Background: an optimization exercise with open tools, aiming at small area, a short achievable clock period and few clock cycles. Do not read the settings as production practice. No functional check of the RTL was part of any run shown here. Power is estimated from default activity; no workload was simulated.

$ cat flow/config.mk
export PLATFORM = sky130hd
export DESIGN_NAME = SME
export DESIGN_NICKNAME = SME
export VERILOG_FILES = /design/flow/design.v
export SDC_FILE = /design/flow/constraint.sdc
export NUM_CORES = 4
export LEC_CHECK = 0
export CAP_MARGIN = 20
export CORE_MARGIN = 2
export CORE_UTILIZATION = 60
export SETUP_SLACK_MARGIN = 3.5
export SLEW_MARGIN = 20
export SYNTH_HIERARCHICAL = 1
$ cat flow/constraint.sdc
create_clock -name core_clock -period 6.5 [get_ports {clk}]
set_input_delay 1.3000 -clock core_clock [delete_from_list [all_inputs] [get_ports {clk}]]
set_output_delay 1.3000 -clock core_clock [all_outputs]
set_load 0.01 [all_outputs]
$ cat flow/design.v
module SME(clk,reset,chardata,isstring,ispattern,valid,match,match_index);
input clk;
input reset;
input [7:0] chardata;
input isstring;
input ispattern;
output match;
output [4:0] match_index;
output valid;
reg [7:0] str [0:31];
reg [32:0] d;          
reg dn;                
reg [4:0] len_m1;      
reg [3:0] m;           
reg [4:0] base;        
reg str_r, pat_r;
reg valid_r, match_r;
reg [4:0] idx_r;
wire first = ~pat_r;
wire is_beg = (chardata == 8'h5E);
wire is_end = (chardata == 8'h24);
wire is_any = (chardata == 8'h2E);
wire [7:0] cc = (is_beg | is_end) ? 8'h20 : chardata;
integer i;
always @(posedge clk) begin
    if (isstring) begin
        str[0] <= chardata;
        for (i = 1; i < 32; i = i + 1)
            str[i] <= str[i-1];
    end
end
reg [31:0] mask, pos0;
reg [32:0] d_next;
wire [31:0] eq;
genvar g;
generate
    for (g = 0; g < 32; g = g + 1) begin : cmp
        SME_eq8 u_eq (.a(str[g]), .b(cc), .eq(eq[g]));
    end
endgenerate
always @(*) begin
    for (i = 0; i < 32; i = i + 1) begin
        mask[i] = (i <= len_m1);
        pos0[i] = (i == 0) ? 1'b0 : (mask[i-1] & ~mask[i]);    
    end
    for (i = 0; i < 32; i = i + 1)
        d_next[i] = ((first | d[i+1]) & (is_any | eq[i]) & mask[i]) | (first & is_beg & pos0[i]);
    d_next[32] = first & is_beg & mask[31];
end
reg [3:0] m_next;
always @(*) begin
    m_next = m;
    if (ispattern)
        m_next = first ? {3'd0, ~is_beg} : m + 4'd1;
end
always @(posedge clk) begin
    d <= d_next;
    dn <= is_end & d[0];
    m <= m_next;
    base <= len_m1 + 5'd1 - {1'b0, m_next};
    if (isstring)
        len_m1 <= str_r ? len_m1 + 5'd1 : 5'd0;
end
always @(posedge clk or posedge reset) begin
    if (reset) begin
        str_r <= 1'b0;
        pat_r <= 1'b0;
        valid_r <= 1'b0;
    end else begin
        str_r <= isstring;
        pat_r <= ispattern;
        valid_r <= pat_r & ~ispattern;
    end
end
function [4:0] pe32;
    input [31:0] x;
    reg [15:0] a1; reg [15:0] i1;
    reg [7:0] a2; reg [15:0] i2;
    reg [3:0] a3; reg [11:0] i3;
    reg [1:0] a4; reg [7:0] i4;
    integer k;
    begin
        for (k = 0; k < 16; k = k + 1) begin
            a1[k] = x[2*k+1] | x[2*k];
            i1[k] = x[2*k+1] | ~x[2*k];
        end
        for (k = 0; k < 8; k = k + 1) begin
            a2[k] = a1[2*k+1] | a1[2*k];
            i2[2*k+:2] = (a1[2*k+1] | ~a1[2*k]) ? {1'b1, i1[2*k+1]} : {1'b0, i1[2*k]};
        end
        for (k = 0; k < 4; k = k + 1) begin
            a3[k] = a2[2*k+1] | a2[2*k];
            i3[3*k+:3] = (a2[2*k+1] | ~a2[2*k]) ? {1'b1, i2[4*k+2+:2]} : {1'b0, i2[4*k+:2]};
        end
        for (k = 0; k < 2; k = k + 1) begin
            a4[k] = a3[2*k+1] | a3[2*k];
            i4[4*k+:4] = (a3[2*k+1] | ~a3[2*k]) ? {1'b1, i3[6*k+3+:3]} : {1'b0, i3[6*k+:3]};
        end
        pe32 = (a4[1] | ~a4[0]) ? {1'b1, i4[7:4]} : {1'b0, i4[3:0]};
    end
endfunction
always @(posedge clk) begin
    match_r <= (|d[31:0]) | dn;
    idx_r <= base - pe32(d[31:0]);
end
assign valid = valid_r;
assign match = match_r;
assign match_index = idx_r;
endmodule
module SME_eq8(a, b, eq);
input [7:0] a;
input [7:0] b;
output eq;
assign eq = (a == b);
endmodule
$ cat flow/run.sh
#!/bin/bash
# synth_recipe.tcl (not shown) runs the flow's synth.tcl, then flattens the netlist and writes it again
# the make line also repeats each setting of config.mk as NAME=value (left out here)
make -C /OpenROAD-flow-scripts/flow DESIGN_CONFIG=/design/flow/config.mk WORK_HOME=/design/flow/orfs CLKGATE_MAP_FILE= SYNTH_SCRIPT=/design/flow/synth_recipe.tcl finish
==> results of run 1 <==
## power breakdown
group / internal (uW) / total [uW] / switching, uW
clock: 1090 / 1840 / 751
combinational: 291 / 587 / 296
sequential: 2320 / 2430 / 107
total: 3700 / 4860 / 1150
## per-stage QoR
stage               power, uW  instances  cell area, sq um  setup WS [ps]  hold WS, ps
CTS                      4800       1387             16100           3320          463
detailed placement       2910       1282             14300           2280          456
global placement         2890       1282             14300           2350          453
finish                   4860       1397             16900           3310          462
global route             5010       1397             16900           3290          473
floorplan                2730        994             13800           3070          392
## worst min-delay path by stage
stage | start | endpoint | slack (ps) | cells past startpoint
after global placement | str[14][1] | str[15][1] | 450 | 0
after global routing | str[18][5] | str[19][5] | 470 | 0
after detailed placement | str[18][5] | str[19][5] | 460 | 0
after CTS | str[14][1] | str[15][1] | 460 | 0
final | str[10][4] | str[11][4] | 460 | 0
after floorplan | dn | match_r | 390 | 1
## cell usage after synthesis, drive strengths merged (6+ instances only)
master	instances	area, sq um
edfxtp	261	7840
nor4	7	58.8
nand2	22	82.6
a21oi	16	80.1
nor3	11	60.1
nand4	66	413
o31ai	6	45.0
clkbuf	20	75.1
nor2	64	240
xnor2	263	2300
ha	13	163
and2	17	106
o221ai	11	96.3
nand2b	8	50.1
dfxtp	49	981
nand3	14	70.1
nor2b	7	43.8
o22ai	14	87.6
a21o	7	52.6
o21ai	28	140
or4	6	48.8
inv	24	90.1
## state kept, by name, summed over array words and instances, names as in the netlist
| signal | count |
|---|---|
| dn | 1 |
| pat_r | 1 |
| m | 4 |
| str_r | 1 |
| valid_r | 1 |
| base | 5 |
| d | 33 |
| match_r | 1 |
| idx_r | 5 |
| len_m1 | 5 |
| str | 256 |
## logic make-up after synthesis
logic type | after synthesis | synth area share
buffers and inverters | 46 | 0.0132
AND/OR/NAND/NOR | 236 | 0.0932
AO/OA/AOI/OAI | 113 | 0.0555
multiplexers | 5 | 0.00375
XOR/XNOR | 266 | 0.170
adder cells (fa/ha/maj) | 15 | 0.0148
flip-flops | 313 | 0.649
## layer usage
metal / wire (um) / track usage
met5: 0 / 0
met1: 14600 / 0.407
met2: 16500 / 0.461
met4: 1560 / 0.134
met3: 3000 / 0.0727
## modules after synthesis (local to each module, per instance)
| module | flops+latches | copies in the design | cells |
|---|---|---|---|
| SME | 313 | 1 | 642 |
| SME_eq8 | 0 | 32 | 11 |
## layout make-up
class | instances | area [sq um] | area share
repair buffers | 70 | 881 | 0.0521
clock buffers | 48 | 945 | 0.0558
clock inverters | 10 | 97.6 | 0.00577
multi-input cells | 647 | 5640 | 0.333
well taps | 285 | 357 | 0.0211
inverters | 24 | 90.1 | 0.00533
flip-flops and latches | 313 | 8910 | 0.526
## repair_timing
action / CTS / global route
setup endpoints to repair: 38 / 36
resized for setup: 117 / 112
setup buffers: 32 / 9
pin swaps: 61 / 103
cloned: 15 / 1
==> out/results.txt, run 1 <==
Relative to the synthesized area, the layout overhead comes to 23.5%. For this block, the via count after detailed routing is 8,654. The die is 155 um wide. The worst max-slew margin expressed relative to the limit came out at 0.401. The origin of the critical flop-to-flop path is d[8].

Commonest register cell after synthesis: sky130_fd_sc_hd__edfxtp_1. The number of hold-slack violations in the final timing report was 0; the number of nets produced by synthesis was 1,021. After clock tree synthesis, the flow added hold-fix buffers numbering 0. Critical path required time: 6890 ps. Clock skew on the completed layout was measured at 14.8 ps.

The tools report the depth of the CTS H-tree as 2. In this run the worst setup path terminates at d[13]. The tools report the arrival time of data at the critical path endpoint as 3580 ps. The largest net degree at the start of global routing came out at 158.

The tools report the initial core utilization as 0.609. The initialized floorplan defines 55 standard-cell rows. The top-level I/O count was 19; the delay of the slowest cell on the worst path was 410 ps. Measured in cells, the most critical reg-to-reg path has a length of 11. At the later pin of the worst-skew pair, clock insertion delay measures 510 ps.

Of all nets on the critical path, the largest fanout is 8. For the final cell utilization of the core, the log shows 0.752. For this design the ratio of total power to cell area is 287 nW/um^2. Dividing the detail-routed wire length by the instance count gives 25.6 um. The count of cell instances traversed by the critical path came out at 13.

The tools report the number of diodes added for antenna fixing as 0. The kind of cell with the highest combined delay along the critical path is simple AND/OR/NAND/NOR gates. The min-delay analysis places its worst path in the category flop to flop. For the setup TNS after final layout, the log shows 0 ps.

The category of the critical setup timing path was primary input to flop. The post-detailed-route count of antenna-violating nets was 0. For the register-to-register setup slack, the log shows 3380 ps.

For the pin with the worst max-slew slack, the measured transition is 898 ps. For this run, the detailed router's first-pass iteration total came to 6. For the sequential cell area fraction in the yosys report, the log shows 0.649. The critical path goes through buf_12 -> or3b_4 -> nor3_4 -> o21ai_4 -> buf_12 -> buf_16 -> and2_4 -> buf_4 -> xnor2_2 -> nand4_1 -> nor2_2 -> nor2_1 -> o32ai_2. Dividing the detail-routed via count by the number of cells gives 6.19.

The tools report the cell leakage power as 0.00591 uW. The post-synthesis cell type count is 58, and the proportion of synthesized flip-flops having asynchronous set or reset is 0.00958. Setup repair after global routing could not meet its margin everywhere.

The number of maximum-capacitance violations was 0. The count of final max-slew check failures came out at 0. For this design, the sink count on the clock tree is 313.

From bottom edge to top edge, the die measures 155 um. The logs give 0 for the number of endpoints failing setup at the final stage and 0.278 mV for the worst ir drop on vdd. After the first detailed-routing iteration, the DRC count stood at 797. The die covers 24,000 sq um.

For the number of filler cells placed in the layout, the log shows 1,392. The clock transition time at the flip-flop clock pins of the worst setup and hold paths is 60 ps, and the number of buffers between clock root and the deepest sink is 3. After synthesis the netlist holds a flip-flop and latch count of 313. For the placed wire-length estimate after detailed placement, the log shows 18,900 um.

Summing every instance area after synthesis gives 13,700 sq um. The run gives 8,644 as the via count of the first global-routing pass. Total DRC errors in the routed layout: 0. The tools report the critical path startpoint category as a primary input. The logs give 994 for the cell count after synthesis and 0.299 for the all-layer global routing usage. During synthesis, Yosys emitted a total of 9 warnings. Yosys mapped a number of flops with a built-in enable equal to 261.

The number of clock buffers added by TritonCTS is 34. In this design, the critical path's most frequently occurring cell is sky130_fd_sc_hd__buf_12. TritonCTS built the clock tree.

The number of buffer and inverter stages on the critical path was 4. The startpoint of the most critical setup path was chardata[6]. The run gives 0 as the total congestion overflow after global routing. Buffers placed on the I/O ports in this run total 18.

Leaving out fill and tap cells, the most frequent cell in the layout is sky130_fd_sc_hd__edfxtp_1. In the layout the commonest cells are sky130_fd_sc_hd__edfxtp_1 (261), sky130_fd_sc_hd__xnor2_1 (179), sky130_fd_sc_hd__xnor2_2 (82). Dividing the synthesized area by the synthesized cell count gives 13.8 sq um.

The worst register-to-register path ends at idx_r[4]. The core footprint is 22,500 sq um, and the minimum clock period after layout is 3190 ps. In the final design database the tool counted 1,117 nets.

Share of cells above drive strength 1: 0.245. The element type at the critical path end is a flop. The congestion estimate from routability-driven global placement came to 0.899. The first global-routing pass estimated 53,100 um of wire. The largest individual stage delay along the critical path comes from the cell sky130_fd_sc_hd__or3b_4.

Root buffer cell: sky130_fd_sc_hd__clkbuf_16. The run gives 1 as the number of antenna violations at the first check in global routing. For the routed wire length, the log shows 35,700 um. The maximum frequency from static timing analysis was 314 MHz.

The flow ran to the end and the layout has no timing, DRC or antenna violations. The final clock period utilization by the worst path is 0.490.
==> inputs of run 2 (changes only) <==
--- a/flow/config.mk
+++ b/flow/config.mk
@@ -8,6 +8,6 @@
 export CAP_MARGIN = 20
 export CORE_MARGIN = 2
 export CORE_UTILIZATION = 60
-export SETUP_SLACK_MARGIN = 3.5
+export SETUP_SLACK_MARGIN = 4.0
 export SLEW_MARGIN = 20
 export SYNTH_HIERARCHICAL = 1
==> out/results.txt, run 2 <==
The maximum frequency from static timing analysis came out at 317 MHz (+0.88%). The worst slack at placement was 2200 ps (-70.7 ps); the synthesis-to-layout area growth was 28.2%. The arrival time of data at the critical path endpoint is 3610 ps (+30 ps). The proportion of synthesized flip-flops having asynchronous set or reset works out to 0.00958 (unchanged). By count the netlist is led by sky130_fd_sc_hd__xnor2_1 (263), sky130_fd_sc_hd__edfxtp_1 (261), sky130_fd_sc_hd__nand4_1 (66). The run gives 0 (unchanged) as the count of final max-slew check failures. Among all cell types in the netlist, the one instantiated most often is sky130_fd_sc_hd__xnor2_1. The starting DRC count in detailed routing is 1,028 (+29%), and the maximum net fanout on the critical path is 8 (unchanged). The power density of the placed cells is 277 nW/um^2 (-3.4%).

The floorplan die width was 155 um (unchanged); the worst max-slew margin expressed relative to the limit was 0.416 (+0.0148). Count of flip-flops with a built-in enable after synthesis: 261 (unchanged). The tools report the number of antenna violations at the first check in global routing as 0 (-1). Routed wire length: 35,800 um (+0.17%). The placed wire-length estimate after detailed placement was 18,500 um (-2.5%); the worst ir drop on vdd was 0.234 mV (-16%). The wire length of the first global-routing pass came out at 52,700 um (-0.71%). The CTS buffer count was 34 (unchanged).

The tools report the element type at the critical path end as a flop. The die outline area is 24,000 sq um (unchanged), and the final clock period utilization by the worst path is 0.486 (-0.00427). For the register-to-register setup slack, the log shows 3420 ps (+40 ps).

STA classifies the critical path startpoint as a primary input. The number of flip-flops in the largest register is 256 (unchanged), and the wire length per cell is 24.7 um (-3.4%). The run finished with no timing, DRC or antenna violations. The sequential cell area fraction in the yosys report is 0.649 (unchanged).

The cell row count was 55 (unchanged); the count of cells along the worst hold path was 0 (unchanged). The final cell area excluding filler cells is 17,600 sq um (+3.8%). In the synthesized netlist the dominant register cell turns out to be sky130_fd_sc_hd__edfxtp_1. The logs give 313 (unchanged) for the count of clock tree sinks and 6 (unchanged) for the number of optimization iterations in the first detailed-route pass. The tools report the total congestion overflow after global routing as 0 (unchanged). The tools report the all-layer global routing usage as 0.294 (-0.00457).

The register with the highest flop count was str. The worst reg-to-reg path cell count is 11 (unchanged). Cell type with the largest total area after synthesis: sky130_fd_sc_hd__edfxtp_1. Actual slew at the worst max-slew pin: 876 ps (-22.1 ps). The largest registers in the layout are str x256, d x33. The maximum clock skew at final layout came out at 12.9 ps (-1.89 ps). The top cell types in the final layout, fill and taps aside, are sky130_fd_sc_hd__edfxtp_1 (261), sky130_fd_sc_hd__xnor2_1 (169), sky130_fd_sc_hd__xnor2_2 (90). The final estimated routing congestion in global placement was 0.964 (+7.3%); the worst setup slack after layout was 3340 ps (+27.8 ps). The cell count after synthesis is 994 (unchanged). The path class of the tightest hold or removal check is flop to flop. The clock transition time at the flip-flop clock pins of the worst setup and hold paths is 60 ps (about the same).

The share of cells above drive strength 1 works out to 0.294 (+0.0495). The critical path in this run is classified as primary input to flop. The core footprint is 22,500 sq um (unchanged), and the overall power consumption is 4870 uW (+0.25%). Setup repair after global routing could not meet its margin everywhere.

The via count of the first global-routing pass was 8,991 (+4.0%); the number of hold-slack violations in the final timing report was 0 (unchanged). The largest net degree at the start of global routing was 145 (-8.2%). For the hold buffer count at cts, the log shows 0 (unchanged). For the post-detailed-route count of antenna-violating nets, the log shows 0 (unchanged).

The tools report the top-level I/O count as 19 (unchanged). The area fraction of the dominant cell type after synthesis is 0.572 (unchanged). The initial core utilization is 0.609 (unchanged). For the total DRC errors in the routed layout, the log shows 0 (unchanged). The final-layout worst hold slack was 471 ps (+9.61 ps); the number of buffers between clock root and the deepest sink was 3 (unchanged).

For the critical path required time, the log shows 6960 ps (+70 ps). The tools report the number of nets produced by synthesis as 1,021 (unchanged). Sorting the synthesized cells by area gives the leading types as sky130_fd_sc_hd__edfxtp_1 (57%), sky130_fd_sc_hd__xnor2_1 (17%), sky130_fd_sc_hd__dfxtp_1 (7.2%). The total via count in the routed design was 8,857 (+2.3%). TritonCTS built the clock tree.

The post-synthesis instance area was 13,700 sq um (unchanged). The number of endpoints failing setup at the final stage is 0 (unchanged). Root buffer cell: sky130_fd_sc_hd__clkbuf_16.

The average footprint of a synthesized cell came out at 13.8 sq um (unchanged). The cell area after placement is 14,300 sq um (about the same), and the number of maximum-capacitance violations is 0 (unchanged). Die boundary height: 155 um (unchanged). Cell leakage power: 0.00628 uW (+6.2%). For the number of warnings printed during yosys synthesis, the log shows 9 (unchanged).

The clock latency on the worst-skew pair is 510 ps (about the same), and the number of input and output port buffers inserted is 18 (unchanged). The most common cell after layout, fill and taps aside is sky130_fd_sc_hd__edfxtp_1. The minimum clock period after layout is 3160 ps (-27.8 ps), and the total of flip-flops plus latches after synthesis is 313 (unchanged).

The per-cell via count in the routed design is 6.12 (-1.3%), and the depth of the CTS H-tree is 2 (unchanged). The number of diodes added for antenna fixing is 0 (unchanged). The logs give 0 ps (unchanged) for the setup TNS after final layout and 58 (unchanged) for the post-synthesis cell type count. Number of nets in the layout: 1,166 (+4.4%). The tools report the number of filler cells placed in the layout as 1,287 (-7.5%).
==> run 2: cell count changes in the layout (fill, tap and decap cells not counted), moves of 5 or more <==
cell	previous run	this run
sky130_fd_sc_hd__buf_12	14	22
sky130_fd_sc_hd__buf_4	30	53
sky130_fd_sc_hd__buf_6	8	28
sky130_fd_sc_hd__clkdlybuf4s50_1	9	1
sky130_fd_sc_hd__clkinv_2	2	7
sky130_fd_sc_hd__dlygate4sd2_1	0	8
sky130_fd_sc_hd__xnor2_1	179	169
sky130_fd_sc_hd__xnor2_2	82	90
==> run 2: path summary, 6_finish.rpt <==
path                        startpoint    endpoint
max in group asynchronous        reset       pat_r
min reg2reg                 str[19][7]  str[20][7]
min                         str[19][7]  str[20][7]
max reg2reg                       d[0]    idx_r[4]
max                        chardata[4]       d[11]
min in group asynchronous        reset       str_r
==> run 2: metal layers <==
| layer | track usage | routed length [um] | vias to the layer above |
|---|---|---|---|
| met1 | 0.392 | 15000 | 4403 |
| met5 | 0 | 0 | - |
| met4 | 0.142 | 1740 | 0 |
| met2 | 0.472 | 16800 | 359 |
| met3 | 0.0540 | 2250 | 109 |
| li1 | - | - | 3986 |
==> run 2: report_power, final <==
group          internal (uW)  leakage [uW]  switching (uW)
Sequential              2320       0.00300             106
Combinational            321       0.00278             306
Clock                   1050      0.000509             759
==> run 2: per-module statistics from Yosys (local to each module, per instance) <==
module,times used,cell area [sq um]
SME,1,10900
SME_eq8,32,86.3
==> run 2: logic make-up (layout without fill, tap and decap cells) <==
group	after synthesis	after routing	synth area share
compound gates	113	113	0.0555
mux	5	5	0.00375
buf+inv	46	203	0.0132
flops	313	313	0.649
fa+ha+maj	15	15	0.0148
simple gates	236	248	0.0932
xor+xnor	266	266	0.170
==> run 2: through the flow <==
| stage | util | instances |
|---|---|---|
| after global routing | 0.780 | 1448 |
| after global placement | 0.635 | 1282 |
| after detailed placement | 0.635 | 1282 |
| after floorplan | - | 994 |
| after CTS | 0.750 | 1416 |
| final | 0.780 | 1448 |
==> run 2: area by class of cell <==
| cell class | count | area [sq um] | share of cell area |
|---|---|---|---|
| flip-flops and latches | 313 | 8910 | 0.507 |
| multi-input cells | 647 | 5770 | 0.329 |
| repair buffers | 119 | 1410 | 0.0801 |
| clock buffers | 49 | 948 | 0.0540 |
| well taps | 285 | 357 | 0.0203 |
| inverters | 24 | 90.1 | 0.00513 |
| clock inverters | 11 | 81.3 | 0.00463 |
==> run 2: worst max-delay path, stage by stage <==
cell and delay, ps:
sky130_fd_sc_hd__buf_12 100, sky130_fd_sc_hd__or3b_4 410, sky130_fd_sc_hd__nor3_4 240, sky130_fd_sc_hd__o21ai_4 140
sky130_fd_sc_hd__buf_6 180, sky130_fd_sc_hd__and2_4 230, sky130_fd_sc_hd__buf_4 170, sky130_fd_sc_hd__xnor2_2 140
sky130_fd_sc_hd__nand4_1 160, sky130_fd_sc_hd__nor2_4 160, sky130_fd_sc_hd__o221ai_2 120, sky130_fd_sc_hd__o31ai_2 80
sky130_fd_sc_hd__a22o_1 160
==> run 2: what timing repair did <==
action | CTS | global route
buffers inserted | 59 | 31
cloned | 15 | 1
resized for setup | 208 | 66
endpoints found under the setup margin | 170 | 93
pin swaps | 144 | 91
==> inputs of run 3 (changes only) <==
--- a/flow/design.v
+++ b/flow/design.v
@@ -8,19 +8,18 @@
 output [4:0] match_index;
 output valid;
 reg [7:0] str [0:31];
-reg [32:0] d;          
+reg [31:0] d;
 reg dn;                
 reg [4:0] len_m1;      
-reg [3:0] m;           
 reg [4:0] base;        
-reg str_r, pat_r;
+reg str_r, pat_r, anch;
 reg valid_r, match_r;
 reg [4:0] idx_r;
 wire first = ~pat_r;
 wire is_beg = (chardata == 8'h5E);
 wire is_end = (chardata == 8'h24);
 wire is_any = (chardata == 8'h2E);
-wire [7:0] cc = (is_beg | is_end) ? 8'h20 : chardata;
+wire [7:0] cc = {chardata[7:3], chardata[2] & ~is_end, chardata[1:0]};
 integer i;
 always @(posedge clk) begin
     if (isstring) begin
@@ -29,35 +28,29 @@
             str[i] <= str[i-1];
     end
 end
-reg [31:0] mask, pos0;
-reg [32:0] d_next;
-wire [31:0] eq;
+wire [31:0] eq, sp;
 genvar g;
 generate
-    for (g = 0; g < 32; g = g + 1) begin : cmp
+    for (g = 0; g < 32; g = g + 1) begin : stage
         SME_eq8 u_eq (.a(str[g]), .b(cc), .eq(eq[g]));
+        SME_sp u_sp (.a(str[g]), .sp(sp[g]));
     end
 endgenerate
+reg [31:0] mask, begok, x;
 always @(*) begin
+    for (i = 0; i < 32; i = i + 1)
+        mask[i] = (i <= len_m1);
     for (i = 0; i < 32; i = i + 1) begin
-        mask[i] = (i <= len_m1);
-        pos0[i] = (i == 0) ? 1'b0 : (mask[i-1] & ~mask[i]);    
+        begok[i] = mask[i] & ((i == 31) ? 1'b1 : (~mask[i+1] | sp[i+1]));
+        x[i] = first ? mask[i] : anch ? begok[i] : ((i == 31) ? 1'b0 : d[i+1]);
     end
-    for (i = 0; i < 32; i = i + 1)
-        d_next[i] = ((first | d[i+1]) & (is_any | eq[i]) & mask[i]) | (first & is_beg & pos0[i]);
-    d_next[32] = first & is_beg & mask[31];
-end
-reg [3:0] m_next;
-always @(*) begin
-    m_next = m;
-    if (ispattern)
-        m_next = first ? {3'd0, ~is_beg} : m + 4'd1;
 end
 always @(posedge clk) begin
-    d <= d_next;
+    d <= x & (eq | {32{is_any}});
     dn <= is_end & d[0];
-    m <= m_next;
-    base <= len_m1 + 5'd1 - {1'b0, m_next};
+    anch <= first & is_beg;
+    if (ispattern)
+        base <= first ? (is_beg ? len_m1 + 5'd1 : len_m1) : base - 5'd1;
     if (isstring)
         len_m1 <= str_r ? len_m1 + 5'd1 : 5'd0;
 end
@@ -73,7 +66,7 @@
     end
 end
 function [4:0] pe32;
-    input [31:0] x;
+    input [31:0] v;
     reg [15:0] a1; reg [15:0] i1;
     reg [7:0] a2; reg [15:0] i2;
     reg [3:0] a3; reg [11:0] i3;
@@ -81,8 +74,8 @@
     integer k;
     begin
         for (k = 0; k < 16; k = k + 1) begin
-            a1[k] = x[2*k+1] | x[2*k];
-            i1[k] = x[2*k+1] | ~x[2*k];
+            a1[k] = v[2*k+1] | v[2*k];
+            i1[k] = v[2*k+1] | ~v[2*k];
         end
         for (k = 0; k < 8; k = k + 1) begin
             a2[k] = a1[2*k+1] | a1[2*k];
@@ -100,8 +93,8 @@
     end
 endfunction
 always @(posedge clk) begin
-    match_r <= (|d[31:0]) | dn;
-    idx_r <= base - pe32(d[31:0]);
+    match_r <= (|d) | dn;
+    idx_r <= base - pe32(d);
 end
 assign valid = valid_r;
 assign match = match_r;
@@ -113,3 +106,8 @@
 output eq;
 assign eq = (a == b);
 endmodule
+module SME_sp(a, sp);
+input [7:0] a;
+output sp;
+assign sp = (a == 8'h20);
+endmodule
==> out/results.txt, run 3 <==
The number of flip-flops in the largest register works out to 256 (unchanged). For the relative contribution of the clock network to total power, the log shows 0.374 (+0.002). The run gives 0 (unchanged) as the number of diodes added for antenna fixing. The run gives 0.200 mV (-15%) as the worst ir drop on vdd. Setup repair after global routing could not meet its margin everywhere. In the final layout, the registers with the most flip-flops are str x256, d x32. Category of the critical setup timing path: primary input to flop. The die outline area came out at 24,900 sq um (+3.7%). The run gives 23,300 sq um (+3.7%) as the core footprint.

The min-delay analysis places its worst path in the category flop to flop. The tools report the final cell utilization of the core as 0.708 (-0.0725). The number of endpoints failing setup at the final stage is 0 (unchanged).

The tools report the via count of the first global-routing pass as 8,731 (-2.9%). STA classifies the critical path startpoint as a primary input. Actual slew at the worst max-slew pin: 930 ps (+54.8 ps). The sequential cell area fraction in the yosys report was 0.624 (-0.0258); the number of hold-slack violations in the final timing report was 0 (unchanged). By instance count, the leading cell after synthesis is sky130_fd_sc_hd__edfxtp_1. The final clock period utilization by the worst path was 0.440 (-0.0458); the number of maximum-capacitance violations was 0 (unchanged). Synthesis-to-layout area growth: 16.2%. CTS buffer count: 31 (-8.8%). The number of optimization iterations in the first detailed-route pass is 7 (+1), and the internal power of the cells is 3450 uW (-6.6%).

The count of final max-slew check failures was 0 (unchanged). The register with the highest flop count was str. The number of input and output port buffers inserted was 18 (unchanged); the number of warnings printed during yosys synthesis was 9 (unchanged). The minimum clock period after layout was 2860 ps (-298 ps). The total DRC errors in the routed layout was 0 (unchanged).

The largest net degree at the start of global routing is 157 (+8.3%). The proportion of synthesized flip-flops having asynchronous set or reset came out at 0.00971 (+0.000124). The floorplan die width was 158 um (+1.8%).

Number of nets produced by synthesis: 1,096 (+7.3%). The clock latency on the worst-skew pair is 550 ps (+40 ps). The tools report the post-synthesis cell type count as 67 (+16%). The tools report the root buffer cell as sky130_fd_sc_hd__clkbuf_16.

The tools report the initial core utilization as 0.609 (+0.000616). Ranked by total cell area, the synthesized netlist is headed by sky130_fd_sc_hd__edfxtp_1 (56%), sky130_fd_sc_hd__xnor2_1 (16%), sky130_fd_sc_hd__dfxtp_1 (5.6%). The tools report the number of antenna violations at the first check in global routing as 0 (unchanged). The part of the total power dissipated in sequential elements was 0.533 (+0.034); the maximum frequency from static timing analysis was 350 MHz (+10%).

The starting DRC count in detailed routing is 880 (-14%), and the switching power summed over all nets is 1040 uW (-11%). The per-cell via count in the routed design is 6.13 (+0.29%). The post-detailed-route count of antenna-violating nets was 0 (unchanged).

The share of cells above drive strength 1 was 0.137 (-0.157). The tools report the cell row count as 56 (+1.8%). The run finished with no timing, DRC or antenna violations. The area fraction of the dominant cell type after synthesis works out to 0.562 (-0.0103). The run gives 1,162 (-0.34%) as the number of nets in the layout. The cell count after synthesis was 1,074 (+8.0%). Arrival time of data at the critical path endpoint: 3340 ps (-270 ps).

The wire length per cell was 22.7 um (-8.3%); the wire length of the first global-routing pass was 50,500 um (-4.2%). The final estimated routing congestion in global placement was 0.922 (-4.4%). In the synthesized netlist, the cells that appear most often are sky130_fd_sc_hd__edfxtp_1 (266), sky130_fd_sc_hd__xnor2_1 (264), sky130_fd_sc_hd__nor2_1 (103). The die boundary height works out to 158 um (+1.8%).

The maximum clock skew at final layout came out at 8.10 ps (-4.77 ps). The top-level I/O count is 19 (unchanged). The maximum net fanout on the critical path was 6 (-2); the placed wire-length estimate after detailed placement was 20,300 um (+10%).

The element type at the critical path end is a flop. The total congestion overflow after global routing was 0 (unchanged). Most common cell after layout, fill and taps aside: sky130_fd_sc_hd__edfxtp_1. The routed wire length was 33,600 um (-6.0%). The power density of the placed cells came out at 272 nW/um^2 (-1.8%). Commonest register cell after synthesis: sky130_fd_sc_hd__edfxtp_1. The cell leakage power is 0.00551 uW (-12%), and the total of flip-flops plus latches after synthesis is 309 (-1.3%). The number of buffers between clock root and the deepest sink was 3 (unchanged); the count of clock tree sinks was 309 (-1.3%).

The worst max-slew margin expressed relative to the limit was 0.380 (-0.0365); the clock transition time at the flip-flop clock pins of the worst setup and hold paths was 60 ps (about the same). For the critical path required time, the log shows 6980 ps (+20 ps). The run gives 9,097 (+2.7%) as the total via count in the routed design. The run gives 0.268 (-0.0258) as the all-layer global routing usage. In the layout the commonest cells are sky130_fd_sc_hd__edfxtp_1 (266), sky130_fd_sc_hd__xnor2_1 (237), sky130_fd_sc_hd__nor2_1 (97). The average footprint of a synthesized cell came out at 13.2 sq um (-3.9%). The switching share of power was 0.231 (-0.00908). TritonCTS built the clock tree. The synthesized design spends more area on one cell type than any other, namely sky130_fd_sc_hd__edfxtp_1.

The post-synthesis instance area is 14,200 sq um (+3.8%). The tools report the depth of the CTS H-tree as 1 (-1). The count of flip-flops with a built-in enable after synthesis came out at 266 (+1.9%). Combinational power share: 0.093 (-0.036). The number of filler cells placed in the layout was 1,661 (+29%); the setup TNS after final layout was 0 ps (unchanged).
## run 3: cell types whose count changed in the layout (fill, tap and decap cells not counted), moves of 8 or more
| cell | previous run | this run |
|---|---|---|
| sky130_fd_sc_hd__nor2_1 | 38 | 97 |
| sky130_fd_sc_hd__buf_12 | 22 | 6 |
| sky130_fd_sc_hd__and4b_1 | 0 | 31 |
| sky130_fd_sc_hd__buf_6 | 28 | 9 |
| sky130_fd_sc_hd__xnor2_2 | 90 | 26 |
| sky130_fd_sc_hd__nor2_2 | 24 | 6 |
| sky130_fd_sc_hd__nor4_1 | 6 | 32 |
| sky130_fd_sc_hd__nor3_1 | 9 | 21 |
| sky130_fd_sc_hd__and2_4 | 16 | 0 |
| sky130_fd_sc_hd__a21oi_1 | 11 | 35 |
| sky130_fd_sc_hd__buf_4 | 53 | 17 |
| sky130_fd_sc_hd__nand3_1 | 13 | 4 |
| sky130_fd_sc_hd__o21ai_1 | 19 | 11 |
| sky130_fd_sc_hd__xnor2_1 | 169 | 237 |
## run 3: power groups by stage
stage	clock, uW	sequential [uW]	combinational, uW
floorplan	0	2390	238
global placement	0	2430	368
detailed placement	0	2430	375
CTS	1700	2390	403
global route	1780	2410	455
finish	1680	2400	420
## run 3: kinds of logic after synthesis
family          synth area share
buf+inv                   0.0125
xor+xnor                   0.165
compound gates            0.0573
mux                      0.00150
flops                      0.624
simple gates               0.131
fa+ha+maj                0.00933
## run 3: cell type report
type / instances / area (sq um) / share of cell area
clock buffer: 48 / 890 / 0.0539
clock inverter: 9 / 63.8 / 0.00386
inverter: 21 / 78.8 / 0.00477
multi-input combinational: 722 / 5570 / 0.337
sequential: 309 / 8870 / 0.537
tap: 319 / 399 / 0.0242
timing repair buffer: 55 / 646 / 0.0391
## run 3: path summary, 6_finish.rpt
path                             startpoint         to  slack, ps  cells past startpoint
worst min register to register    str[0][5]  str[1][5]        470                      0
worst min-delay path              str[0][5]  str[1][5]        470                      0
min in group asynchronous             reset      pat_r        920                      2
worst max register to register        d[11]   idx_r[4]       3740                     12
worst max-delay path            chardata[4]       d[7]       3640                     12
max in group asynchronous             reset    valid_r       5450                      2
## run 3: metal layers
| layer | wire [um] | share of wire | global-route usage | up-vias |
|---|---|---|---|---|
| li1 | - | - | - | 4184 |
| met1 | 14600 | 0.44 | 0.392 | 4560 |
| met2 | 16100 | 0.48 | 0.431 | 311 |
| met3 | 2390 | 0.071 | 0.0372 | 42 |
| met4 | 474 | 0.014 | 0.0602 | 0 |
| met5 | 0 | 0 | 0 | - |
## run 3: repair_timing
item | CTS | global route
endpoints found under the setup margin | 45 | 178
pin swaps | 70 | 63
cloned | 4 | 1
gates resized for setup | 56 | 35
buffers inserted | 17 | 4
hold buffers | 0 | 0
## run 3: worst max-delay path: stages
cell and delay, ps:
sky130_fd_sc_hd__buf_6 90, sky130_fd_sc_hd__or4b_4 570, sky130_fd_sc_hd__nor4_4 220, sky130_fd_sc_hd__nor2b_4 140, sky130_fd_sc_hd__buf_12 160, sky130_fd_sc_hd__buf_16 140, sky130_fd_sc_hd__buf_4 140, sky130_fd_sc_hd__xnor2_2 150
sky130_fd_sc_hd__nand4_1 110, sky130_fd_sc_hd__nor2_1 100, sky130_fd_sc_hd__o221ai_1 110, sky130_fd_sc_hd__nor2_1 100
## run 3: stage by stage
| stage | instance area, sq um | setup slack [ps] | total power (uW) | cells | hold slack, ps |
|---|---|---|---|---|---|
| 3_3_place_gp | 14800 | 2710 | 2800 | 1399 | 452 |
| 4_1_cts | 16300 | 3730 | 4500 | 1478 | 471 |
| 6_report | 16500 | 3640 | 4490 | 1483 | 470 |
| 3_5_place_dp | 14800 | 2640 | 2810 | 1400 | 456 |
| 5_1_grt | 16500 | 3590 | 4650 | 1483 | 492 |
| 2_1_floorplan | 14300 | 3450 | 2630 | 1074 | 410 |
## run 3: Yosys stat by module, one instance, submodules excluded
| module | cell area, sq um | times used | flip-flops and latches |
|---|---|---|---|
| SME | 10800 | 1 | 309 |
| SME_eq8 | 86.3 | 32 | 0 |
| SME_sp | 20.0 | 31 | 0 |
==> inputs of run 4 (changes only) <==
--- a/flow/config.mk
+++ b/flow/config.mk
@@ -5,6 +5,7 @@
 export SDC_FILE = /design/flow/constraint.sdc
 export NUM_CORES = 4
 export LEC_CHECK = 0
+export ABC_CLOCK_PERIOD_IN_PS = 2500
 export CAP_MARGIN = 20
 export CORE_MARGIN = 2
 export CORE_UTILIZATION = 60
==> out/results.txt, run 4 <==
The tools report the post-detailed-route count of antenna-violating nets as 0 (unchanged). The worst hold path belongs to the class flop to flop. The wire length per cell works out to 22.7 um (unchanged). The floorplan die width came out at 158 um (unchanged).

TritonCTS built the clock tree. Sorting the synthesized cells by area gives the leading types as sky130_fd_sc_hd__edfxtp_1 (56%), sky130_fd_sc_hd__xnor2_1 (16%), sky130_fd_sc_hd__dfxtp_1 (5.6%). The cell row count is 56 (unchanged). The power density of the placed cells is 272 nW/um^2 (unchanged), and the synthesized-area fraction occupied by and/or/nand/nor cells is 0.131 (unchanged).

The starting DRC count in detailed routing is 880 (unchanged), and the cell leakage power is 0.00551 uW (unchanged). Sequential cell area fraction in the yosys report: 0.624 (unchanged). The die boundary height was 158 um (unchanged); the number of optimization iterations in the first detailed-route pass was 7 (unchanged).

The total via count in the routed design was 9,097 (unchanged). The cell with the most instances after synthesis is sky130_fd_sc_hd__edfxtp_1. The depth of the CTS H-tree is 1 (unchanged), and the number of flip-flops in the largest register is 256 (unchanged). Maximum clock skew at final layout: 8.10 ps (unchanged). The worst setup path is captured at a flop. Multiplexer fraction of the synthesized cell area: 0.00150 (unchanged). The number of antenna violations at the first check in global routing was 0 (unchanged); the number of warnings printed during yosys synthesis was 9 (unchanged).

For the number of endpoints failing setup at the final stage, the log shows 0 (unchanged). The number of input and output port buffers inserted was 18 (unchanged). Clock latency on the worst-skew pair: 550 ps (about the same).

The post-synthesis instance area is 14,200 sq um (unchanged), and the fraction of synthesized cell area in xor and xnor cells is 0.165 (unchanged). The share of cells above drive strength 1 is 0.137 (unchanged), and the cell count after synthesis is 1,074 (unchanged). The tools report the beginning of the worst hold path as str[0][5]. The switching share of power came out at 0.231 (unchanged). The critical path required time was 6980 ps (about the same). The synthesized-area fraction occupied by ao, oa, aoi and oai cells is 0.0573 (unchanged).

The count of clock tree sinks came out at 309 (unchanged). The maximum net fanout on the critical path was 6 (unchanged); the count of flip-flops with a built-in enable after synthesis was 266 (unchanged). The relative contribution of the clock network to total power was 0.374 (about the same); the per-cell via count in the routed design was 6.13 (unchanged).

The proportion of synthesized flip-flops having asynchronous set or reset was 0.00971 (unchanged). The via count of the first global-routing pass was 8,731 (unchanged). The area fraction of the dominant cell type after synthesis came out at 0.562 (unchanged).

The tools report the number of maximum-capacitance violations as 0 (unchanged). The worst max-slew margin expressed relative to the limit came out at 0.380 (unchanged). The tools report the placed wire-length estimate after detailed placement as 20,300 um (unchanged). The tools report the maximum frequency from static timing analysis as 350 MHz (unchanged). The tools report the number of hold-slack violations in the final timing report as 0 (unchanged). The tools report the setup TNS after final layout as 0 ps (unchanged).

Register with the highest flop count: str. The final-layout worst hold slack is 470 ps (unchanged), and the die outline area is 24,900 sq um (unchanged). Switching power summed over all nets: 1040 uW (unchanged).

The worst ir drop on vdd is 0.200 mV (unchanged). The logs give 50,500 um (unchanged) for the wire length of the first global-routing pass and 23,300 sq um (unchanged) for the core footprint. The top-level I/O count is 19 (unchanged). Actual slew at the worst max-slew pin: 930 ps (unchanged). The post-synthesis cell type count is 67 (unchanged), and the clock transition time at the flip-flop clock pins of the worst setup and hold paths is 60 ps (about the same).

Number of buffers between clock root and the deepest sink: 3 (unchanged). The number of nets produced by synthesis came out at 1,096 (unchanged). The tools report the critical path startpoint category as a primary input. For the largest net degree at the start of global routing, the log shows 157 (unchanged). The share of synthesized cell area in full adder, half adder and majority cells was 0.00933 (unchanged). The internal power of the cells is 3450 uW (unchanged). For the cell count after placement, the log shows 1,400 (unchanged). The combinational power share came out at 0.093 (about the same). The register-to-register setup slack was 3740 ps (about the same); the minimum clock period after layout was 2860 ps (unchanged). The run gives 0.609 (unchanged) as the initial core utilization.

The dominant combinational cell family by area after synthesis was XOR/XNOR gates. Among all flip-flop cells after synthesis, the most frequent one is sky130_fd_sc_hd__edfxtp_1. Ranked by instance count, the synthesized netlist is headed by sky130_fd_sc_hd__edfxtp_1 (266), sky130_fd_sc_hd__xnor2_1 (264), sky130_fd_sc_hd__nor2_1 (103). For the arrival time of data at the critical path endpoint, the log shows 3340 ps (about the same). The flow ran to the end and the layout has no timing, DRC or antenna violations.

The number of diodes added for antenna fixing was 0 (unchanged); the filler-free cell count of the finished design was 1,483 (unchanged). The part of the total power dissipated in sequential elements is 0.533 (about the same). In this run the worst setup path begins at chardata[4].

The run gives 1,162 (unchanged) as the number of nets in the layout. The overall power consumption is 4490 uW (unchanged). In the final layout, the registers with the most flip-flops are str x256, d x32. The synthesis-to-layout area growth was 16.2% (unchanged). The final estimated routing congestion in global placement came out at 0.922 (unchanged). In the layout the commonest cells are sky130_fd_sc_hd__edfxtp_1 (266), sky130_fd_sc_hd__xnor2_1 (237), sky130_fd_sc_hd__nor2_1 (97). The total DRC errors in the routed layout was 0 (unchanged); the final clock period utilization by the worst path was 0.440 (unchanged).

By startpoint and endpoint, the worst setup path is classified as primary input to flop. Most common cell after layout, fill and taps aside: sky130_fd_sc_hd__edfxtp_1. In this run the critical register-to-register path is launched from d[11]. The total congestion overflow after global routing was 0 (unchanged).

The routed wire length was 33,600 um (unchanged); the total of flip-flops plus latches after synthesis was 309 (unchanged). The CTS buffer count was 31 (unchanged). Cell type with the largest total area after synthesis: sky130_fd_sc_hd__edfxtp_1. CTS placed an instance of sky130_fd_sc_hd__clkbuf_16 at the clock tree root.

The count of final max-slew check failures is 0 (unchanged), and the all-layer global routing usage is 0.268 (unchanged). Setup repair after global routing could not meet its margin everywhere. The average footprint of a synthesized cell is 13.2 sq um (unchanged).
-- run 4: area by class of cell --
type	instances	area [sq um]
clock buffers	48	890
clock inverters	9	63.8
fillers	1661	6810
inverters	21	78.8
multi-input cells	722	5570
flip-flops and latches	309	8870
well taps	319	399
repair buffers	55	646
-- run 4: modules after synthesis, one instance, submodules excluded --
module	times used	cells inside
SME	1	629
SME_eq8	32	11
SME_sp	31	3
-- run 4: through the flow --
stage / util / setup slack [ps] / instance area (sq um)
4_1_cts: 0.698 / 3730 / 16300
2_1_floorplan: - / 3450 / 14300
3_3_place_gp: 0.635 / 2710 / 14800
3_5_place_dp: 0.636 / 2640 / 14800
6_report: 0.708 / 3640 / 16500
5_1_grt: 0.708 / 3590 / 16500
-- run 4: logic make-up (layout without fill, tap and decap cells) --
family / after synthesis / in the layout
buffers and inverters: 44 / 133
xor gates and xnor gates: 268 / 268
muxes: 2 / 2
and+or+nand+nor: 320 / 321
adders and majority gates: 10 / 10
DFF: 309 / 309
AOI/OAI and AO/OA: 121 / 121
-- run 4: power by group through the flow --
stage                     clock network, uW  registers, uW  logic, uW
final                                  1680           2400        420
after global routing                   1780           2410        455
after CTS                              1700           2390        403
after detailed placement                  0           2430        375
after global placement                    0           2430        368
after floorplan                           0           2390        238
-- run 4: critical path, stage by stage --
cell and delay (ps):
sky130_fd_sc_hd__buf_6 90, sky130_fd_sc_hd__or4b_4 570, sky130_fd_sc_hd__nor4_4 220, sky130_fd_sc_hd__nor2b_4 140, sky130_fd_sc_hd__buf_12 160, sky130_fd_sc_hd__buf_16 140, sky130_fd_sc_hd__buf_4 140, sky130_fd_sc_hd__xnor2_2 150
sky130_fd_sc_hd__nand4_1 110, sky130_fd_sc_hd__nor2_1 100, sky130_fd_sc_hd__o221ai_1 110, sky130_fd_sc_hd__nor2_1 100
-- run 4: metal layers --
metal / vias up / track usage / wire (um) / part of all wire
met5: - / 0 / 0 / 0
met4: 0 / 0.0602 / 474 / 0.014
met3: 42 / 0.0372 / 2390 / 0.071
met2: 311 / 0.431 / 16100 / 0.48
met1: 4560 / 0.392 / 14600 / 0.44
li1: 4184 / - / - / -
-- run 4: worst paths after layout --
path,endpoint,cells after the start
setup / recovery,d[7],12
setup reg to reg,idx_r[4],12
max in group asynchronous,valid_r,2
hold / removal,str[1][5],0
hold reg to reg,str[1][5],0
min in group asynchronous,pat_r,2
-- run 4: timing repair --
action / in CTS / in global routing
gates cloned: 4 / 1
buffers inserted: 17 / 4
pin swaps: 70 / 63
endpoints found under the setup margin: 45 / 178
gates resized for setup: 56 / 35
hold buffers: 0 / 0
==> inputs of run 5 (changes only) <==
==> flow/config.mk (replaced) <==
export PLATFORM = sky130hd
export DESIGN_NAME = SME
export DESIGN_NICKNAME = SME
export VERILOG_FILES = /design/flow/design.v
export SDC_FILE = /design/flow/constraint.sdc
export NUM_CORES = 4
export LEC_CHECK = 0
export CAP_MARGIN = 20
export CORE_MARGIN = 2
export CORE_UTILIZATION = 60
export SETUP_SLACK_MARGIN = 3.5
export SLEW_MARGIN = 20
export SYNTH_HIERARCHICAL = 1
==> out/results.txt, run 5 <==
STA classifies the critical path endpoint as a flop. The worst hold path belongs to the class flop to flop. The tools report the routed wire length as 34,600 um (+2.9%). The post-synthesis instance area is 14,200 sq um (unchanged), and the number of filler cells placed in the layout is 1,618 (-2.6%). The logs give 9 (unchanged) for the number of warnings printed during yosys synthesis and 3650 ps (-90 ps) for the register-to-register setup slack. The worst slack at placement was 2510 ps (-139 ps); the maximum net fanout on the critical path was 8 (+2).

The flow ran to the end and the layout has no timing, DRC or antenna violations. Counting instances in the post-synthesis netlist gives the leading cell types as sky130_fd_sc_hd__edfxtp_1 (266), sky130_fd_sc_hd__xnor2_1 (264), sky130_fd_sc_hd__nor2_1 (103). The commonest register cell after synthesis is sky130_fd_sc_hd__edfxtp_1. Most common cell after layout, fill and taps aside: sky130_fd_sc_hd__edfxtp_1. The arrival time of data at the critical path endpoint came out at 3370 ps (+30 ps).

Setup repair after global routing could not meet its margin everywhere. The logs give 8,893 (+1.9%) for the via count of the first global-routing pass and 19.5 ps (+11.4 ps) for the maximum clock skew at final layout. Number of optimization iterations in the first detailed-route pass: 5 (-2). The count of cells along the worst hold path works out to 0 (unchanged). The clock latency on the worst-skew pair came out at 510 ps (-40 ps). Register with the highest flop count: str. The tree is rooted in a sky130_fd_sc_hd__clkbuf_16. The depth of the CTS H-tree is 2 (+1). The actual slew at the worst max-slew pin was 1020 ps (+94.4 ps); the core footprint was 23,300 sq um (unchanged). The logs give 0.609 (unchanged) for the initial core utilization and 0.281 (+0.0132) for the all-layer global routing usage. The run gives 0.00540 uW (-2.1%) as the cell leakage power. By area the synthesized netlist is led by sky130_fd_sc_hd__edfxtp_1 (56%), sky130_fd_sc_hd__xnor2_1 (16%), sky130_fd_sc_hd__dfxtp_1 (5.6%). The largest net degree at the start of global routing is 143 (-8.9%). The maximum frequency from static timing analysis was 338 MHz (-3.2%).

The floorplan die width is 158 um (unchanged). The tools report the post-synthesis cell type count as 67 (unchanged). The die boundary height came out at 158 um (unchanged). The number of nets produced by synthesis came out at 1,096 (unchanged). The area fraction of the dominant cell type after synthesis is 0.562 (unchanged). Cell type with the largest total area after synthesis: sky130_fd_sc_hd__edfxtp_1. The average footprint of a synthesized cell was 13.2 sq um (unchanged); the power density of the placed cells was 282 nW/um^2 (+3.5%).

The final clock period utilization by the worst path was 0.455 (+0.0145). TritonCTS built the clock tree. For the setup TNS after final layout, the log shows 0 ps (unchanged). The total congestion overflow after global routing is 0 (unchanged). The worst setup path is of the primary input to flop kind. The worst ir drop on vdd was 0.264 mV (+32%); the count of final max-slew check failures was 0 (unchanged). Number of input and output port buffers inserted: 18 (unchanged). Leaving out fill and tap cells, the most frequent cells in the layout are sky130_fd_sc_hd__edfxtp_1 (266), sky130_fd_sc_hd__xnor2_1 (247), sky130_fd_sc_hd__nor2_1 (90). The share of cells above drive strength 1 works out to 0.118 (-0.0183).

The largest registers in the layout are str x256, d x32. STA classifies the critical path startpoint as a primary input. The area growth from synthesis to layout is 15.0%. The number of flip-flops in the largest register was 256 (unchanged).

The run gives 0 (unchanged) as the total DRC errors in the routed layout. The count of clock tree sinks is 309 (unchanged), and the number of nets in the layout is 1,155 (-0.60%). The total of flip-flops plus latches after synthesis is 309 (unchanged).

The number of diodes added for antenna fixing is 0 (unchanged), and the sequential cell area fraction in the yosys report is 0.624 (unchanged). The run gives 0 (unchanged) as the post-detailed-route count of antenna-violating nets. The worst setup slack after layout came out at 3550 ps (-94.1 ps). Cell count after synthesis: 1,074 (unchanged). For the starting DRC count in detailed routing, the log shows 756 (-14%).

The worst reg-to-reg path cell count is 11 (-1), and the final estimated routing congestion in global placement is 0.852 (-7.6%). The count of flip-flops with a built-in enable after synthesis came out at 266 (unchanged). The placed wire-length estimate after detailed placement was 20,200 um (-0.72%); the number of antenna violations at the first check in global routing was 0 (unchanged). The worst max-slew margin expressed relative to the limit was 0.317 (-0.0629); the number of buffers between clock root and the deepest sink was 3 (unchanged).

The tools report the wire length of the first global-routing pass as 51,900 um (+2.7%). For the number of endpoints failing setup at the final stage, the log shows 0 (unchanged). The minimum clock period after layout came out at 2950 ps (+94.1 ps). For the top-level I/O count, the log shows 19 (unchanged). The clock transition time at the flip-flop clock pins of the worst setup and hold paths was 60 ps (about the same); the wire length per cell was 23.4 um (+3.3%). For the total via count in the routed design, the log shows 9,158 (+0.67%).

The cell with the most instances after synthesis was sky130_fd_sc_hd__edfxtp_1. The final-layout worst hold slack is 471 ps (+1.84 ps). The die outline area is 24,900 sq um (unchanged), and the number of hold-slack violations in the final timing report is 0 (unchanged).

The logs give 56 (unchanged) for the cell row count and 34 (+9.7%) for the CTS buffer count. The critical path required time is 6920 ps (-60 ps), and the number of maximum-capacitance violations is 0 (unchanged). The per-cell via count in the routed design was 6.20 (+1.1%). The proportion of synthesized flip-flops having asynchronous set or reset works out to 0.00971 (unchanged).
run 5: cell counts after synthesis:
Identical to the previous run, type by type.
run 5: per-stage QoR:
step / utilization / area, sq um / total power (uW) / instances
after floorplan: - / 14200 / 2630 / 1074
after global placement: 0.633 / 14800 / 2790 / 1398
after detailed placement: 0.633 / 14800 / 2800 / 1398
after CTS: 0.694 / 16200 / 4620 / 1472
after global routing: 0.701 / 16300 / 4760 / 1477
final: 0.701 / 16300 / 4600 / 1477
run 5: final timing paths:
check,start,end
min reg2reg,str[0][0],str[1][0]
min,str[0][0],str[1][0]
max,chardata[4],d[25]
min in group asynchronous,reset,pat_r
max reg2reg,d[30],idx_r[4]
max in group asynchronous,reset,str_r
run 5: cell type report:
class                           instances  area [sq um]  share of cell area
Clock buffer                           53           983              0.0602
Sequential cell                       309          8860               0.542
Inverter                               21          78.8             0.00482
Timing Repair Buffer                   45           563              0.0344
Tap cell                              319           399              0.0244
Multi-Input combinational cell        722          5420               0.331
Clock inverter                          8          42.5             0.00260
run 5: cell families (layout without fill, tap and decap cells):
logic type,count (synthesis),after routing,share of synthesized area
flops,309,309,0.624
buf+inv,44,127,0.0125
xor+xnor,268,268,0.165
simple gates,320,321,0.131
mux,2,2,0.00150
compound gates,121,121,0.0573
fa+ha+maj,10,10,0.00933
run 5: modules after synthesis, one instance, submodules excluded:
module	cells inside	area, sq um	copies in the design
SME	629	10800	1
SME_eq8	11	86.3	32
SME_sp	3	20.0	31
run 5: per-layer routing:
| layer | up-vias | GRT usage | wire length (um) |
|---|---|---|---|
| li1 | 4165 | - | - |
| met1 | 4547 | 0.400 | 14600 |
| met2 | 398 | 0.452 | 16500 |
| met3 | 48 | 0.0545 | 2840 |
| met4 | 0 | 0.0641 | 627 |
| met5 | - | 0 | 0 |
run 5: critical path, cell delays in order:
cell and delay (ps):
sky130_fd_sc_hd__buf_12 100, sky130_fd_sc_hd__buf_12 110, sky130_fd_sc_hd__or4b_4 530, sky130_fd_sc_hd__nor4_4 220
sky130_fd_sc_hd__nor2b_4 100, sky130_fd_sc_hd__buf_12 140, sky130_fd_sc_hd__buf_12 150, sky130_fd_sc_hd__xnor2_2 170
sky130_fd_sc_hd__nand4_1 130, sky130_fd_sc_hd__nor2_1 150, sky130_fd_sc_hd__nor2_1 70, sky130_fd_sc_hd__a211oi_1 180
run 5: where the power goes:
part	internal (uW)	switching [uW]	leakage, uW
combinational	200	222	0.00193
clock	1040	744	0.000506
sequential	2280	111	0.00297
total	3520	1080	0.00540
run 5: timing repair:
action                                 in CTS  in global routing
gates cloned                                5                  1
setup endpoints to repair                  32                 34
pin swaps                                  46                 23
endpoints found under the hold margin       0                  0
hold buffers                                0                  0
setup buffers                               8                  4
resized for setup                          38                 19
==> inputs of run 6 (changes only) <==
==> flow/design.v (replaced) <==
module SME(clk,reset,chardata,isstring,ispattern,valid,match,match_index);
input clk;
input reset;
input [7:0] chardata;
input isstring;
input ispattern;
output match;
output [4:0] match_index;
output valid;
reg [7:0] str [0:31];
reg [31:0] d;
reg dn;                
reg [4:0] len_m1;      
reg [4:0] base;        
reg str_r, pat_r, anch;
reg valid_r, match_r;
reg [4:0] idx_r;
wire first = ~pat_r;
wire is_beg = (chardata == 8'h5E);
wire is_end = (chardata == 8'h24);
wire is_any = (chardata == 8'h2E);
integer i;
always @(posedge clk) begin
    if (isstring) begin
        str[0] <= chardata;
        for (i = 1; i < 32; i = i + 1)
            str[i] <= str[i-1];
    end
end
reg [31:0] mask, begok, x;
wire [31:0] sp, d_next;
genvar g;
generate
    for (g = 0; g < 32; g = g + 1) begin : stage
        SME_stage u_st (.s(str[g]), .c(chardata), .is_any(is_any), .is_end(is_end),
                        .x(x[g]), .d(d_next[g]), .sp(sp[g]));
    end
endgenerate
always @(*) begin
    for (i = 0; i < 32; i = i + 1)
        mask[i] = (i <= len_m1);
    for (i = 0; i < 32; i = i + 1) begin
        begok[i] = mask[i] & ((i == 31) ? 1'b1 : (~mask[i+1] | sp[i+1]));
        x[i] = first ? mask[i] : anch ? begok[i] : ((i == 31) ? 1'b0 : d[i+1]);
    end
end
always @(posedge clk) begin
    d <= d_next;
    dn <= is_end & d[0];
    anch <= first & is_beg;
    if (ispattern)
        base <= first ? (is_beg ? len_m1 + 5'd1 : len_m1) : base - 5'd1;
    if (isstring)
        len_m1 <= str_r ? len_m1 + 5'd1 : 5'd0;
end
always @(posedge clk or posedge reset) begin
    if (reset) begin
        str_r <= 1'b0;
        pat_r <= 1'b0;
        valid_r <= 1'b0;
    end else begin
        str_r <= isstring;
        pat_r <= ispattern;
        valid_r <= pat_r & ~ispattern;
    end
end
function [2:0] pe8;
    input [7:0] v;
    begin
        pe8[2] = |v[7:4];
        pe8[1] = (|v[7:6]) | (~|v[7:4] & |v[3:2]);
        pe8[0] = v[7] | (~v[6] & v[5]) | (~|v[6:4] & v[3]) | (~|v[6:2] & v[1]);
    end
endfunction
wire [3:0] grp;
wire [4:0] cand [0:3];
generate
    for (g = 0; g < 4; g = g + 1) begin : grp_pe
        assign grp[g] = |d[8*g+:8];
        assign cand[g] = base - {g[1:0], pe8(d[8*g+:8])};
    end
endgenerate
always @(posedge clk) begin
    match_r <= (|grp) | dn;
    idx_r <= grp[3] ? cand[3] : grp[2] ? cand[2] : grp[1] ? cand[1] : grp[0] ? cand[0] : base + 5'd1;
end
assign valid = valid_r;
assign match = match_r;
assign match_index = idx_r;
endmodule
module SME_stage(s, c, is_any, is_end, x, d, sp);
input [7:0] s;
input [7:0] c;
input is_any;
input is_end;
input x;
output d;
output sp;
assign sp = (s == 8'h20);
assign d = x & (is_end ? sp : (is_any | (s == c)));
endmodule
--- a/flow/config.mk
+++ b/flow/config.mk
@@ -8,6 +8,8 @@
 export CAP_MARGIN = 20
 export CORE_MARGIN = 2
 export CORE_UTILIZATION = 60
-export SETUP_SLACK_MARGIN = 3.5
+export CTS_BUF_LIST = sky130_fd_sc_hd__clkbuf_8
+export CTS_CLUSTER_SIZE = 24
+export SETUP_SLACK_MARGIN = 4.2
 export SLEW_MARGIN = 20
 export SYNTH_HIERARCHICAL = 1
==> out/results.txt, run 6 <==
Count of cells along the worst hold path: 0 (unchanged). The arrival time of data at the critical path endpoint is 3330 ps (-40 ps), and the die boundary height is 160 um (+1.4%). STA classifies the critical path startpoint as a flop. The power density of the placed cells was 260 nW/um^2 (-7.8%); the die outline area was 25,700 sq um (+2.9%).

The biggest area contributor in the post-synthesis netlist is sky130_fd_sc_hd__edfxtp_1. Register with the highest flop count: str. The worst reg-to-reg path cell count is 12 (+1).

The commonest cells after synthesis are sky130_fd_sc_hd__edfxtp_1 (266), sky130_fd_sc_hd__xnor2_1 (265), sky130_fd_sc_hd__nor2_1 (109). The per-cell via count in the routed design came out at 6.05 (-2.5%). The cell sitting at the root of the clock tree is a sky130_fd_sc_hd__clkbuf_8. The all-layer global routing usage came out at 0.299 (+0.0174).

The number of buffer and inverter stages on the critical path works out to 1 (-3). TritonCTS built the clock tree. The run gives 57 (+1.8%) as the cell row count. The beginning of the worst hold path is str[20][5]. Routed wire length: 38,200 um (+11%).

The wire length per cell was 23.4 um (-0.23%); the number of endpoints failing setup at the final stage was 0 (unchanged). The number of warnings printed during yosys synthesis came out at 9 (unchanged). After synthesis, the cell types taking the most area are sky130_fd_sc_hd__edfxtp_1 (55%), sky130_fd_sc_hd__xnor2_1 (16%), sky130_fd_sc_hd__dfxtp_1 (5.5%). The final cell utilization of the core is 0.724 (+0.0238). The number of flip-flops in the largest register is 256 (unchanged). Average footprint of a synthesized cell: 12.7 sq um (-4.1%).

The run gives 987 (+31%) as the starting DRC count in detailed routing. The post-detailed-route count of antenna-violating nets is 0 (unchanged), and the synthesis-to-layout area growth is 19.3%. Placed wire-length estimate after detailed placement: 20,600 um (+1.9%). The final clock period utilization by the worst path came out at 0.440 (-0.0148).

The number of nets produced by synthesis is 1,175 (+7.2%). The clock latency on the worst-skew pair is 570 ps (+60 ps). Number of optimization iterations in the first detailed-route pass: 5 (unchanged). For the total DRC errors in the routed layout, the log shows 0 (unchanged). Among cell families on the critical path, the largest total delay comes from simple AND/OR/NAND/NOR gates.

The worst setup path is of the flop to flop kind. The cell leakage power was 0.00628 uW (+16%); the area fraction of the dominant cell type after synthesis was 0.546 (-0.0160). The run gives 14,600 sq um (+2.9%) as the post-synthesis instance area.

The run finished with no timing, DRC or antenna violations. The filler-free cell count of the finished design is 1,636 (+11%). The largest net degree at the start of global routing was 140 (-2.1%).

Number of maximum-capacitance violations: 0 (unchanged). The run gives 0 (unchanged) as the total congestion overflow after global routing. The count of final max-slew check failures was 0 (unchanged); the cell count after synthesis was 1,153 (+7.4%). The tools report the setup TNS after final layout as 0 ps (unchanged). Number of input and output port buffers inserted: 18 (unchanged). The signal on the critical path passes through or4_4 -> nor4b_4 -> nor4b_4 -> nor3_2 -> o22a_1 -> ha_2 -> fa_2 -> inv_2 -> a21o_1 -> a21oi_2 -> xnor2_1 -> xnor2_1. Number of filler cells placed in the layout: 1,628 (+0.62%).

The actual slew at the worst max-slew pin is 887 ps (-138 ps). The minimum clock period after layout came out at 2860 ps (-96.2 ps). The endpoint identified for the worst register-to-register timing path is idx_r[4]. The share of cells above drive strength 1 was 0.190 (+0.0715).

For the CTS buffer count, the log shows 50 (+47%). The tightest min-delay check is of the flop to flop type. The number of antenna violations at the first check in global routing is 0 (unchanged). The initial core utilization was 0.607 (-0.00221); the maximum net fanout on the critical path was 4 (-4). The slowest stage of the critical path belongs to the cell sky130_fd_sc_hd__or4_4. The worst ir drop on vdd was 0.260 mV (-1.8%). For the worst max-slew margin expressed relative to the limit, the log shows 0.408 (+0.0917). Via count of the first global-routing pass: 9,797 (+10%).

In the final layout, the registers with the most flip-flops are str x256, d x32. In this run the critical register-to-register path is launched from d[1]. The delay of the slowest cell on the worst path came out at 530 ps (about the same). The floorplan die width is 160 um (+1.4%).

The core footprint came out at 24,100 sq um (+3.3%). The depth of the CTS H-tree was 2 (unchanged). In the layout the commonest cells are sky130_fd_sc_hd__edfxtp_1 (266), sky130_fd_sc_hd__xnor2_1 (263), sky130_fd_sc_hd__nor2_1 (91). For the hold buffer count at cts, the log shows 0 (unchanged). For the sequential cell area in the final layout, the log shows 8880 sq um (+0.14%). Cell with the most instances after synthesis: sky130_fd_sc_hd__edfxtp_1.

The cell count after placement is 1,489 (+6.5%). The tools report the count of clock tree sinks as 309 (unchanged). The sequential cell area fraction in the yosys report was 0.606 (-0.0178). The number of nets in the layout was 1,295 (+12%).

STA classifies the critical path endpoint as a flop. The tools report the total via count in the routed design as 9,892 (+8.0%). The clock transition time at the flip-flop clock pins of the worst setup and hold paths is 70 ps (about the same).

The logs give 18.4 ps (-1.11 ps) for the maximum clock skew at final layout and 19 (unchanged) for the top-level I/O count. The logs give 350 MHz (+3.4%) for the maximum frequency from static timing analysis and 5760 sq um (+6.3%) for the area taken by multi-input logic gates. The register-to-register setup slack is 3640 ps (about the same). Setup repair after global routing could not meet its margin everywhere. The logs give 61 (-9.0%) for the post-synthesis cell type count and 0.855 (+0.34%) for the final estimated routing congestion in global placement. The number of hold-slack violations in the final timing report is 0 (unchanged), and the critical path required time is 6970 ps (+50 ps).

The number of diodes added for antenna fixing was 0 (unchanged). The total of flip-flops plus latches after synthesis came out at 309 (unchanged). The worst hold path terminates at str[21][5]. The count of flip-flops with a built-in enable after synthesis came out at 266 (unchanged). For the number of buffers between clock root and the deepest sink, the log shows 3 (unchanged). Most common cell after layout, fill and taps aside: sky130_fd_sc_hd__edfxtp_1. The run gives 57,600 um (+11%) as the wire length of the first global-routing pass. Proportion of synthesized flip-flops having asynchronous set or reset: 0.00971 (unchanged). The most used flip-flop cell after synthesis is sky130_fd_sc_hd__edfxtp_1.
[run 6: timing repair]
item | 4_1_cts | 5_1_grt
gates cloned | 13 | 1
setup buffers | 32 | 10
resized for setup | 132 | 76
pin swaps | 24 | 24
setup endpoints to repair | 188 | 174
[run 6: cells by family after synthesis]
group           Yosys count  share of synthesized area
compound gates          163                     0.0766
flops                   309                      0.606
mux                       2                    0.00145
fa+ha+maj                10                    0.00906
buf+inv                  71                     0.0185
simple gates            330                      0.128
xor+xnor                268                      0.160
[run 6: metal layers]
| layer | wire [um] | global-route usage | vias to the layer above |
|---|---|---|---|
| met5 | 0 | 0 | - |
| met4 | 1170 | 0.106 | 0 |
| met3 | 2930 | 0.0639 | 78 |
| met2 | 17800 | 0.470 | 413 |
| met1 | 16300 | 0.415 | 4856 |
| li1 | - | - | 4545 |
[run 6: cell type report]
type / instances / area share
Sequential cell: 309 / 0.508
Multi-Input combinational cell: 773 / 0.330
Timing Repair Buffer: 87 / 0.0691
Clock buffer: 60 / 0.0473
Tap cell: 324 / 0.0232
Inverter: 52 / 0.0119
Clock inverter: 31 / 0.0105
[run 6: worst register-to-register path, cell delays in order (launching register included)]
cell and delay, ps:
sky130_fd_sc_hd__dfxtp_2 340, sky130_fd_sc_hd__or4_4 540, sky130_fd_sc_hd__nor4b_4 310, sky130_fd_sc_hd__nor4b_4 90, sky130_fd_sc_hd__nor3_2 230, sky130_fd_sc_hd__o22a_1 180, sky130_fd_sc_hd__ha_2 190, sky130_fd_sc_hd__fa_2 210
sky130_fd_sc_hd__inv_2 30, sky130_fd_sc_hd__a21o_1 160, sky130_fd_sc_hd__a21oi_2 130, sky130_fd_sc_hd__xnor2_1 90, sky130_fd_sc_hd__xnor2_1 270
[run 6: per-stage QoR]
stage	worst slack (ps)	power (uW)	hold WS (ps)	area [sq um]
4_1_cts	3600	4530	486	17100
5_1_grt	3560	4690	497	17500
3_3_place_gp	2710	2810	470	15300
6_report	3640	4530	481	17500
3_5_place_dp	2660	2820	476	15300
2_1_floorplan	2570	2630	391	14700
[run 6: worst max-delay path by stage]
stage	from	to	slack (ps)	depth (start not counted)
after detailed placement	chardata[5]	d[10]	2660	8
final	d[1]	idx_r[4]	3640	12
after global routing	d[1]	idx_r[4]	3560	12
after global placement	chardata[5]	d[2]	2710	8
after CTS	d[0]	idx_r[4]	3600	12
after floorplan	chardata[4]	d[0]	2570	4
[run 6: Yosys stat by module, one instance, submodules excluded]
module | copies in the design | cell area, sq um
SME | 1 | 10600
SME_stage | 32 | 125
[run 6: where the power goes]
group | leakage (uW) | switching [uW] | internal [uW] | total, uW
clock | 0.000588 | 762 | 916 | 1680
sequential | 0.00297 | 110 | 2290 | 2400
combinational | 0.00272 | 240 | 221 | 462

[what the ideal ports hide]
No port has a modelled driver above. Below, the same layouts with a new extraction and two added sets of constraints. Step 1 assumes that a clkbuf_16 drives the clock port and a buf_2 every other input. Step 2 moves the port delays by t, midway between the first and last clock arrival at a register: inputs arrive t later, outputs are due t later. That takes back most of the time a late clock gives input paths. Slacks: ideal / step 1 / step 2; pairs: ideal / step 1.
| run | t, ns | slack for setup (ns) | worst setup path at the end |
|---|---|---|---|
| run 1 | 0.556 | 3.314 / 3.307 / 2.750 | input to register |
| run 2 | 0.555 | 3.342 / 3.327 / 2.772 | input to register |
| run 3 | 0.597 | 3.640 / 3.660 / 3.063 | input to register |
| run 4 | 0.597 | 3.640 / 3.660 / 3.063 | input to register |
| run 5 | 0.554 | 3.546 / 3.549 / 2.994 | input to register |
| run 6 | 0.607 | 3.642 / 3.642 / 3.306 | input to register |
After both steps every run listed still meets setup and hold.
